This design comes from an exercise in tuning for small area on the open sky130 flow, not from production work.
Function was checked by simulation only, so behaviour that the tests miss may differ from the original.
No activity file was given, so power comes from the tool's default toggle rates.

Setup of job 9647:
// AddRawFN
module AddRawFN(
  input         clock,
  input         reset,
  input         io_a_isNaN,
  input         io_a_isInf,
  input         io_a_isZero,
  input  [8:0]  io_a_exp,
  input  [22:0] io_a_sig,
  input         io_b_isNaN,
  input         io_b_isInf,
  input         io_b_isZero,
  input  [8:0]  io_b_exp,
  input  [22:0] io_b_sig,
  output        io_invalidExc,
  output        io_rawOut_isNaN,
  output        io_rawOut_isInf,
  output        io_rawOut_isZero,
  output [8:0]  io_rawOut_exp,
  output [22:0] io_rawOut_sig
);
For scale: roughly 790 cells after synthesis, roughly 8600 um^2 of cells after synthesis.
==> flow/config.mk <==
export PLATFORM = sky130hd
export DESIGN_NAME = AddRawFN
export DESIGN_NICKNAME = AddRawFN
export VERILOG_FILES = /design/flow/design.v
export SDC_FILE = /design/flow/constraint.sdc
export NUM_CORES = 4
export LEC_CHECK = 0
export ABC_AREA = 0
export CAP_MARGIN = 20
export CORE_MARGIN = 2
export CORE_UTILIZATION = 60
export CTS_BUF_LIST = sky130_fd_sc_hd__clkbuf_8
export CTS_CLUSTER_DIAMETER = 60
export CTS_CLUSTER_SIZE = 20
export GPL_TIMING_DRIVEN = 0
export SETUP_SLACK_MARGIN = 0.08
export SLEW_MARGIN = 20
export SYNTH_HIERARCHICAL = 1
export SYNTH_MINIMUM_KEEP_SIZE = 0
==> flow/constraint.sdc <==
create_clock -name core_clock -period 4.0 [get_ports {clock}]
set_input_delay 0.8000 -clock core_clock [delete_from_list [all_inputs] [get_ports {clock}]]
set_output_delay 0.8000 -clock core_clock [all_outputs]
set_load 0.01 [all_outputs]
standard.sh (not shown) runs the stock make flow with config.mk's settings and CLKGATE_MAP_FILE= SYNTH_SCRIPT=/design/flow/synth_recipe.tcl, a recipe that flattens the netlist after the stock synthesis.
==> flow/flow/run.sh <==
#!/bin/bash
# Standard ORFS layout, but with plain buf_1 cells as the port buffers instead of the
# delay cells buffer_ports would otherwise pick. Full make output goes to standard.log.
set -euo pipefail
bash standard.sh "BUFFER_PORTS_ARGS=-buffer_cell sky130_fd_sc_hd__buf_1" finish > standard.log 2>&1
### job 9647 -> job 4255
# job 9647
export LEC_CHECK = 0
export ABC_AREA = 0
export CAP_MARGIN = 20
export CORE_MARGIN = 2
export CORE_UTILIZATION = 60
export CTS_BUF_LIST = sky130_fd_sc_hd__clkbuf_8
export CTS_CLUSTER_DIAMETER = 60
export CTS_CLUSTER_SIZE = 20
export GPL_TIMING_DRIVEN = 0
export SETUP_SLACK_MARGIN = 0.08
export SLEW_MARGIN = 20
export SYNTH_HIERARCHICAL = 1
export SYNTH_MINIMUM_KEEP_SIZE = 0
create_clock -name core_clock -period 4.0 [get_ports {clock}]
# job 4255
export LEC_CHECK = 0
export ABC_AREA = 0
export CAP_MARGIN = 20
export CORE_MARGIN = 2
export CORE_UTILIZATION = 55
export CTS_BUF_LIST = sky130_fd_sc_hd__clkbuf_8
export CTS_CLUSTER_DIAMETER = 60
export CTS_CLUSTER_SIZE = 20
export GPL_TIMING_DRIVEN = 0
export SETUP_SLACK_MARGIN = 0.08
export SLEW_MARGIN = 20
export SYNTH_HIERARCHICAL = 1
export SYNTH_MINIMUM_KEEP_SIZE = 0
create_clock -name core_clock -period 4.0 [get_ports {clock}]
Job 4255: full flow OK, the timing, DRC and antenna checks passed
[job 4255 vs job 9647] power dissipated by switching net loads: lower in job 4255
Delay of the slowest critical-path stage in job 4255 is 150 ps below job 9647.
Delta (job 4255 minus job 9647): setup slack has decreased, wire length of the first global-routing pass has increased, routed wire length has decreased, final area has remained practically unchanged.
Job 9647 reports its capture point of the critical path as p2[15] while job 4255 reports q_t.
> inputs changed (job 4255 -> job 594)
# job 4255
export LEC_CHECK = 0
export ABC_AREA = 0
export CAP_MARGIN = 20
export CORE_MARGIN = 2
export CORE_UTILIZATION = 55
export CTS_BUF_LIST = sky130_fd_sc_hd__clkbuf_8
export CTS_CLUSTER_DIAMETER = 60
export CTS_CLUSTER_SIZE = 20
export GPL_TIMING_DRIVEN = 0
export SETUP_SLACK_MARGIN = 0.08
export SLEW_MARGIN = 20
export SYNTH_HIERARCHICAL = 1
export SYNTH_MINIMUM_KEEP_SIZE = 0
create_clock -name core_clock -period 4.0 [get_ports {clock}]
# job 594
export LEC_CHECK = 0
export ABC_AREA = 0
export CAP_MARGIN = 20
export CORE_MARGIN = 2
export CORE_UTILIZATION = 55
export CTS_BUF_LIST = sky130_fd_sc_hd__clkbuf_8
export CTS_CLUSTER_DIAMETER = 60
export CTS_CLUSTER_SIZE = 20
export GPL_TIMING_DRIVEN = 1
export SLEW_MARGIN = 20
export SYNTH_HIERARCHICAL = 1
export SYNTH_MINIMUM_KEEP_SIZE = 0
create_clock -name core_clock -period 4.0 [get_ports {clock}]
### Flow results
The flow did not stop early for job 594: all stages ran, and the layout cleared the timing, DRC and antenna checks.
The endpoint of the most critical setup path comes out q_t in one run and p2[6] in the other, namely in job 4255 and job 594 respectively.
The number of DRC markers in iteration 0 reported for job 594 is smaller than that of job 4255 by about 12%.
Compared with job 4255, in job 594 cell count went up; area growth from synthesis to layout went up 0.32 points.
## Diff of input files: job 650 against job 594
# job 594
export LEC_CHECK = 0
export ABC_AREA = 0
export CAP_MARGIN = 20
export CORE_MARGIN = 2
export CORE_UTILIZATION = 55
export CTS_BUF_LIST = sky130_fd_sc_hd__clkbuf_8
export CTS_CLUSTER_DIAMETER = 60
export CTS_CLUSTER_SIZE = 20
export GPL_TIMING_DRIVEN = 1
export SLEW_MARGIN = 20
export SYNTH_HIERARCHICAL = 1
export SYNTH_MINIMUM_KEEP_SIZE = 0
create_clock -name core_clock -period 4.0 [get_ports {clock}]
# job 650
export LEC_CHECK = 0
export ABC_AREA = 0
export CAP_MARGIN = 20
export CORE_MARGIN = 2
export CORE_UTILIZATION = 55
export CTS_BUF_LIST = sky130_fd_sc_hd__clkbuf_8
export CTS_CLUSTER_DIAMETER = 60
export CTS_CLUSTER_SIZE = 20
export GPL_TIMING_DRIVEN = 0
export SETUP_SLACK_MARGIN = 0.08
export SLEW_MARGIN = 20
export SYNTH_HIERARCHICAL = 1
export SYNTH_MINIMUM_KEEP_SIZE = 0
export TNS_END_PERCENT = 5
create_clock -name core_clock -period 4.0 [get_ports {clock}]
==> comparison <==
Job 650 against job 594: portion of total power attributed to the clock network -0.3 points, largest net degree at the start of global routing higher, area growth from synthesis to layout shrank by 0.71 points, post-route standard cell area excluding fillers has decreased, non-clock buffer count went down by 23%. Job 650 falls short of job 594 in first-pass GRT wire length.

* * *

Setup of wip/onyx:
Another version of the RTL of AddRawFN (not shown whole).
Size in the first run: ~1100 cells after synthesis, about 230 flip-flops, roughly 110 I/O pins, ~9300 µm² of cells after synthesis.
clock: 4.0 ns
lec_check: 0
abc_area: 1
cap_margin: 20
core_margin: 2
core_utilization: 40
cts_cluster_diameter: 150
cts_cluster_size: 40
gpl_timing_driven: 0
slew_margin: 20
Scripts as last shown in full above: flow/flow/run.sh
--- input diff wip/onyx..wip/garnet ---
Settings: CORE_UTILIZATION: 40 -> 60; CTS_CLUSTER_DIAMETER: 150 -> unset; CTS_CLUSTER_SIZE: 40 -> unset.
==> flow/run.sh (new file) <==
#!/bin/bash
# synth_recipe.tcl (not shown) runs the flow's synth.tcl, then flattens the netlist and writes it again
# the make line also repeats each setting of config.mk as NAME=value (left out here)
make -C /OpenROAD-flow-scripts/flow DESIGN_CONFIG=/design/flow/config.mk WORK_HOME=/design/flow/orfs CLKGATE_MAP_FILE= SYNTH_SCRIPT=/design/flow/synth_recipe.tcl finish
removed: flow/flow/run.sh
removed: flow/standard.sh
Results
- [flow] wip/garnet | stages: complete | final checks: fail | reason: setup timing
- Die area (lower): wip/garnet
- For the combinational share of power, wip/garnet came in 2.8 points higher than wip/onyx did.
- Looking at time the worst path needs with I/O delays and setup across both flows, wip/garnet is the weaker of the two, with wip/onyx ahead.
For wip/ember, these inputs were changed with respect to wip/garnet:
Settings: clearing GPL_TIMING_DRIVEN, which used to be 0; putting CTS_BUF_LIST at sky130_fd_sc_hd__clkbuf_4 where nothing was set; swapping 60 for 40 in CORE_UTILIZATION.
==> flow/flow/run.sh (new file) <==
#!/bin/bash
# Standard ORFS layout, but with plain buf_1 cells as the port buffers instead of the
# delay cells buffer_ports would otherwise pick. Full make output goes to standard.log.
set -euo pipefail
bash standard.sh "BUFFER_PORTS_ARGS=-buffer_cell sky130_fd_sc_hd__buf_1" finish > standard.log 2>&1
==> flow/standard.sh (new file) <==
#!/bin/bash
# synth_recipe.tcl (not shown) runs the flow's synth.tcl, then flattens the netlist and writes it again
# the make line also repeats each setting of config.mk as NAME=value (left out here)
make -C /OpenROAD-flow-scripts/flow DESIGN_CONFIG=/design/flow/config.mk WORK_HOME=/design/flow/orfs CLKGATE_MAP_FILE= SYNTH_SCRIPT=/design/flow/synth_recipe.tcl "${@:-finish}"
removed: flow/run.sh
==> run notes <==
- wip/ember completed end to end with timing, DRC and antenna clean.
- wip/ember against wip/garnet: clock-buffer cell count saw an increase; via count of the first global-routing pass saw a decrease; via count saw a decrease; clock network fraction of total power saw a decrease.

* * *

## JK
RTL: one of the versions met above, not the one the previous note started from.
Size: ~790 cells after synthesis, roughly 0.0086 mm² of cells after synthesis.
export LEC_CHECK = 0
export ABC_AREA = 0
export ABC_CLOCK_PERIOD_IN_PS = 8000
export CAP_MARGIN = 20
export CORE_MARGIN = 2
export CORE_UTILIZATION = 55
export CTS_BUF_LIST = sky130_fd_sc_hd__clkbuf_8
export CTS_CLUSTER_DIAMETER = 60
export CTS_CLUSTER_SIZE = 20
export GPL_TIMING_DRIVEN = 0
export SETUP_SLACK_MARGIN = 0.08
export SLEW_MARGIN = 20
export SYNTH_HIERARCHICAL = 1
export SYNTH_MINIMUM_KEEP_SIZE = 0
create_clock -name core_clock -period 4.0 [get_ports {clock}]
==> flow/flow/run.sh <==
#!/bin/bash
# Standard ORFS layout, but with plain buf_1 cells as the port buffers instead of the
# delay cells buffer_ports would otherwise pick. Full make output goes to standard.log.
set -euo pipefail
bash standard.sh "BUFFER_PORTS_ARGS=-buffer_cell sky130_fd_sc_hd__buf_1" finish > standard.log 2>&1
JK closes out successfully: all stages finished, all timing, DRC and antenna checks passed.
Modified inputs, MS compared to JK
- ABC_CLOCK_PERIOD_IN_PS: 8000 -> 3000
==> comparison <==
- From JK to MS, worst setup slack did not move at all.
- As far as fill cell instance count of the final layout goes, JK and MS are indistinguishable; the numbers are identical.
- In terms of number of antenna violations at the first check in global routing, MS and JK differ only marginally.
- JK and MS ended up with roughly the same final critical delay including setup and external delays.

* * *

Setup of main:
AddRawFN, a different RTL version from the one above (not shown whole).
Size in the first run: about 780 cells after synthesis, roughly 0.0087 mm² of cells after synthesis.
==> flow/config.mk <==
export PLATFORM = sky130hd
export DESIGN_NAME = AddRawFN
export DESIGN_NICKNAME = AddRawFN
export VERILOG_FILES = /design/flow/design.v
export SDC_FILE = /design/flow/constraint.sdc
export NUM_CORES = 4
export LEC_CHECK = 0
export ABC_AREA = 0
export CAP_MARGIN = 20
export CORE_MARGIN = 2
export CORE_UTILIZATION = 40
export CTS_CLUSTER_DIAMETER = 100
export CTS_CLUSTER_SIZE = 30
export GPL_TIMING_DRIVEN = 0
export SETUP_SLACK_MARGIN = 0.15
export SLEW_MARGIN = 20
export SYNTH_HIERARCHICAL = 1
export SYNTH_MINIMUM_KEEP_SIZE = 0
==> flow/constraint.sdc <==
create_clock -name core_clock -period 4.0 [get_ports {clock}]
set_input_delay 0.8000 -clock core_clock [delete_from_list [all_inputs] [get_ports {clock}]]
set_output_delay 0.8000 -clock core_clock [all_outputs]
set_load 0.01 [all_outputs]
Scripts as last shown in full above: flow/flow/run.sh
Relative to main, the following input files were edited for the feature branch:
- changing CTS_CLUSTER_SIZE from 30 to 20
- removing SETUP_SLACK_MARGIN (formerly 0.15)
- changing CORE_UTILIZATION from 40 to 55
- changing CTS_CLUSTER_DIAMETER from 100 to 60
- setting CTS_BUF_LIST to sky130_fd_sc_hd__clkbuf_8 for the first time
Notes after the runs:
Fmax: the feature branch lower than main
In the feature branch relative to main, global-route wire length before repair had gone up slightly.
Relative to main, the non-clock buffer count measured on the feature branch has decreased slightly.
The area share of and/or/nand/nor cells after synthesis of the feature branch and that of main are within noise of each other.
Worst-case headroom to the max-slew limit, the feature branch and main: higher on the feature branch
Summary: total power of the final layout, the feature branch better than main

* * *

RTL: one of the versions met above, not the one the previous note started from.
Size in the first run: roughly 1100 cells after synthesis, roughly 110 I/O pins, ~0.0093 mm² of cells after synthesis.
// AddRawFN
module AddRawFN(
  input         clock,
  input         reset,
  input         io_a_isNaN,
  input         io_a_isInf,
  input         io_a_isZero,
  input  [8:0]  io_a_exp,
  input  [22:0] io_a_sig,
  input         io_b_isNaN,
  input         io_b_isInf,
  input         io_b_isZero,
  input  [8:0]  io_b_exp,
  input  [22:0] io_b_sig,
  output        io_invalidExc,
  output        io_rawOut_isNaN,
  output        io_rawOut_isInf,
  output        io_rawOut_isZero,
  output [8:0]  io_rawOut_exp,
  output [22:0] io_rawOut_sig
);
  wire sNaN_a = io_a_isNaN & ~io_a_isInf & ~io_a_isZero & (&io_a_exp[7:0]) & ~io_a_sig[22] & (|io_a_sig[21:0]);
  wire sNaN_b = io_b_isNaN & ~io_b_isInf & ~io_b_isZero & (&io_b_exp[7:0]) & ~io_b_sig[22] & (|io_b_sig[21:0]);
  wire [3:0] flags = {sNaN_a | sNaN_b | (io_a_isInf & io_b_isZero) | (io_a_isZero & io_b_isInf),
                      io_a_isNaN | io_b_isNaN, io_a_isInf | io_b_isInf, io_a_isZero | io_b_isZero};
  wire [9:0] d = {1'b0, io_a_exp} - {1'b0, io_b_exp};
  wire swap = d[9];
  wire [8:0] nd = ~d[8:0];
  wire far = swap ? (nd >= 9'd24) : (d[8:0] >= 9'd25);
  wire [4:0] m = d[4:0] ^ {5{swap}};
  wire sel_a = swap & ~far;
  wire sel_b = ~swap & ~far;
  wire [24:0] xa = {2'b01, io_a_sig};
  wire [24:0] xb = {1'b1, io_b_sig, 1'b0};
  wire [24:0] X = ({25{sel_a}} & xa) | ({25{sel_b}} & xb);
  wire [8:0] E = swap ? io_b_exp : io_a_exp;
  wire [22:0] L = swap ? io_b_sig : io_a_sig;
  wire [47:0] W = {X, 23'h0} >> m;
  wire [23:0] A = {1'b1, L};
  wire [23:0] B = W[47:24];
  wire Tg = W[23];
  wire Tst = |W[22:1];
  wire [23:0] s1;
  wire [24:0] cc;
  wire [11:0] c1;
  genvar i;
  generate for (i = 0; i < 24; i = i + 1) begin : rip
    wire ci = (i == 0 || i == 2 || i == 4 || i == 6 || i == 8 || i == 10 || i == 12 || i == 14 || i == 16 || i == 18 || i == 20 || i == 22) ? 1'b0 : cc[i];
    assign s1[i] = A[i] ^ B[i] ^ ci;
    assign cc[i+1] = (A[i] & B[i]) | (ci & (A[i] ^ B[i]));
  end endgenerate
  assign c1[0] = cc[2];
  assign c1[1] = cc[4];
  assign c1[2] = cc[6];
  assign c1[3] = cc[8];
  assign c1[4] = cc[10];
  assign c1[5] = cc[12];
  assign c1[6] = cc[14];
  assign c1[7] = cc[16];
  assign c1[8] = cc[18];
  assign c1[9] = cc[20];
  assign c1[10] = cc[22];
  assign c1[11] = cc[24];
  reg [23:0] q_s;
  reg [11:0] q_c;
  reg        q_g, q_st;
  ...
Settings: LEC_CHECK=0, ABC_AREA=1, CAP_MARGIN=20, CORE_MARGIN=2, CORE_UTILIZATION=40, CTS_BUF_LIST=sky130_fd_sc_hd__clkbuf_8, SLEW_MARGIN=20; clock period 4.0 ns.
Scripts as last shown in full above: flow/flow/run.sh
Next try:
==> flow/run.sh (new file) <==
#!/bin/bash
# synth_recipe.tcl (not shown) runs the flow's synth.tcl, then flattens the netlist and writes it again
# the make line also repeats each setting of config.mk as NAME=value (left out here)
make -C /OpenROAD-flow-scripts/flow DESIGN_CONFIG=/design/flow/config.mk WORK_HOME=/design/flow/orfs CLKGATE_MAP_FILE= SYNTH_SCRIPT=/design/flow/synth_recipe.tcl finish
--- a/flow/config.mk
+++ b/flow/config.mk
@@ -10,4 +10,3 @@
 export CORE_MARGIN = 2
 export CORE_UTILIZATION = 40
-export CTS_BUF_LIST = sky130_fd_sc_hd__clkbuf_8
 export SLEW_MARGIN = 20
removed: flow/flow/run.sh
removed: flow/standard.sh
Outcome:
- worst hold slack hardly moves
- wire length is higher by 6.2%
- final area is higher by 13%
- clock-buffer cell count is lower by 13
- worst setup slack gets worse by 47 ps
Next try:
==> flow/flow/run.sh (new file) <==
#!/bin/bash
# Standard ORFS layout, but with plain buf_1 cells as the port buffers instead of the
# delay cells buffer_ports would otherwise pick. Full make output goes to standard.log.
set -euo pipefail
bash standard.sh "BUFFER_PORTS_ARGS=-buffer_cell sky130_fd_sc_hd__buf_1" finish > standard.log 2>&1
==> flow/standard.sh (new file) <==
#!/bin/bash
# synth_recipe.tcl (not shown) runs the flow's synth.tcl, then flattens the netlist and writes it again
# the make line also repeats each setting of config.mk as NAME=value (left out here)
make -C /OpenROAD-flow-scripts/flow DESIGN_CONFIG=/design/flow/config.mk WORK_HOME=/design/flow/orfs CLKGATE_MAP_FILE= SYNTH_SCRIPT=/design/flow/synth_recipe.tcl "${@:-finish}"
--- a/flow/config.mk
+++ b/flow/config.mk
@@ -10,3 +10,4 @@
 export CORE_MARGIN = 2
 export CORE_UTILIZATION = 40
+export GPL_TIMING_DRIVEN = 0
 export SLEW_MARGIN = 20
removed: flow/run.sh
Outcome:
- fmax goes down by 1.1%
- hold slack barely changes
- clock skew went down by 3.5 ps
- cell area fell by 13%
- sequential cell count does not change
- utilization shrinks by 7.1 points
- synthesized area stays the same
- final cell count shrinks by 3.2%
- routed wire length increases by 5.7%
- worst setup slack is worse by 43 ps
- count of clock-buffer cells in the layout is higher by 2

## port drivers added, routing unchanged
How much do the figures lean on ideal ports? The routed layouts below were timed once more, with nothing changed but the port constraints. Step 1 sets driving cells, clkbuf_16 on the clock port and buf_2 on the other inputs (assumed; they add their load-dependent delay and slew). Step 2 also shifts input and output timing later by t, the mid clock arrival at the registers, as if the neighbouring blocks saw the same clock. Three values: ideal, step 1, step 2; two values: the first two.
| run | t (ns) | setup slack, ns | clock arrival spread, ns | pins driven straight from the clock port |
|---|---|---|---|---|
| job 9647 | 0.524 | 0.186 / 0.186 / -0.256 | 0.023 / 0.023 | 1 |
| job 4255 | 0.526 | 0.175 / 0.197 / -0.329 | 0.029 / 0.029 | 1 |
| job 594 | 0.528 | 0.281 / 0.281 / -0.019 | 0.021 / 0.021 | 1 |
| job 650 | 0.530 | 0.115 / 0.139 / -0.391 | 0.031 / 0.031 | 1 |
| wip/onyx | 0.491 | 0.169 / 0.180 / -0.311 | 0.012 / 0.012 | 1 |
| wip/garnet | 0.541 | -0.202 / -0.202 / -0.492 | 0.022 / 0.022 | 1 |
| wip/ember | 0.595 | 0.307 / 0.307 / -0.289 | 0.022 / 0.021 | 1 |
| JK | 0.526 | 0.175 / 0.197 / -0.329 | 0.029 / 0.029 | 1 |
| MS | 0.526 | 0.175 / 0.197 / -0.329 | 0.029 / 0.029 | 1 |
| main | 0.501 | 0.183 / 0.202 / -0.299 | 0.028 / 0.028 | 1 |
| the feature branch | 0.534 | 0.164 / 0.175 / -0.360 | 0.024 / 0.025 | 1 |
| the first run of note 5 | 0.553 | 0.226 / 0.230 / -0.323 | 0.018 / 0.018 | 1 |
| the second run of note 5 | 0.502 | 0.179 / 0.174 / -0.328 | 0.009 / 0.008 | 1 |
| the third run of note 5 | 0.516 | 0.136 / 0.148 / -0.369 | 0.005 / 0.005 | 1 |
With both steps, setup timing fails in 13 of these runs, where it was met with ideal ports. For wip/ember, which loses most, drivers alone change the setup slack by 0.000 ns; drivers and shift together by -0.596 ns.
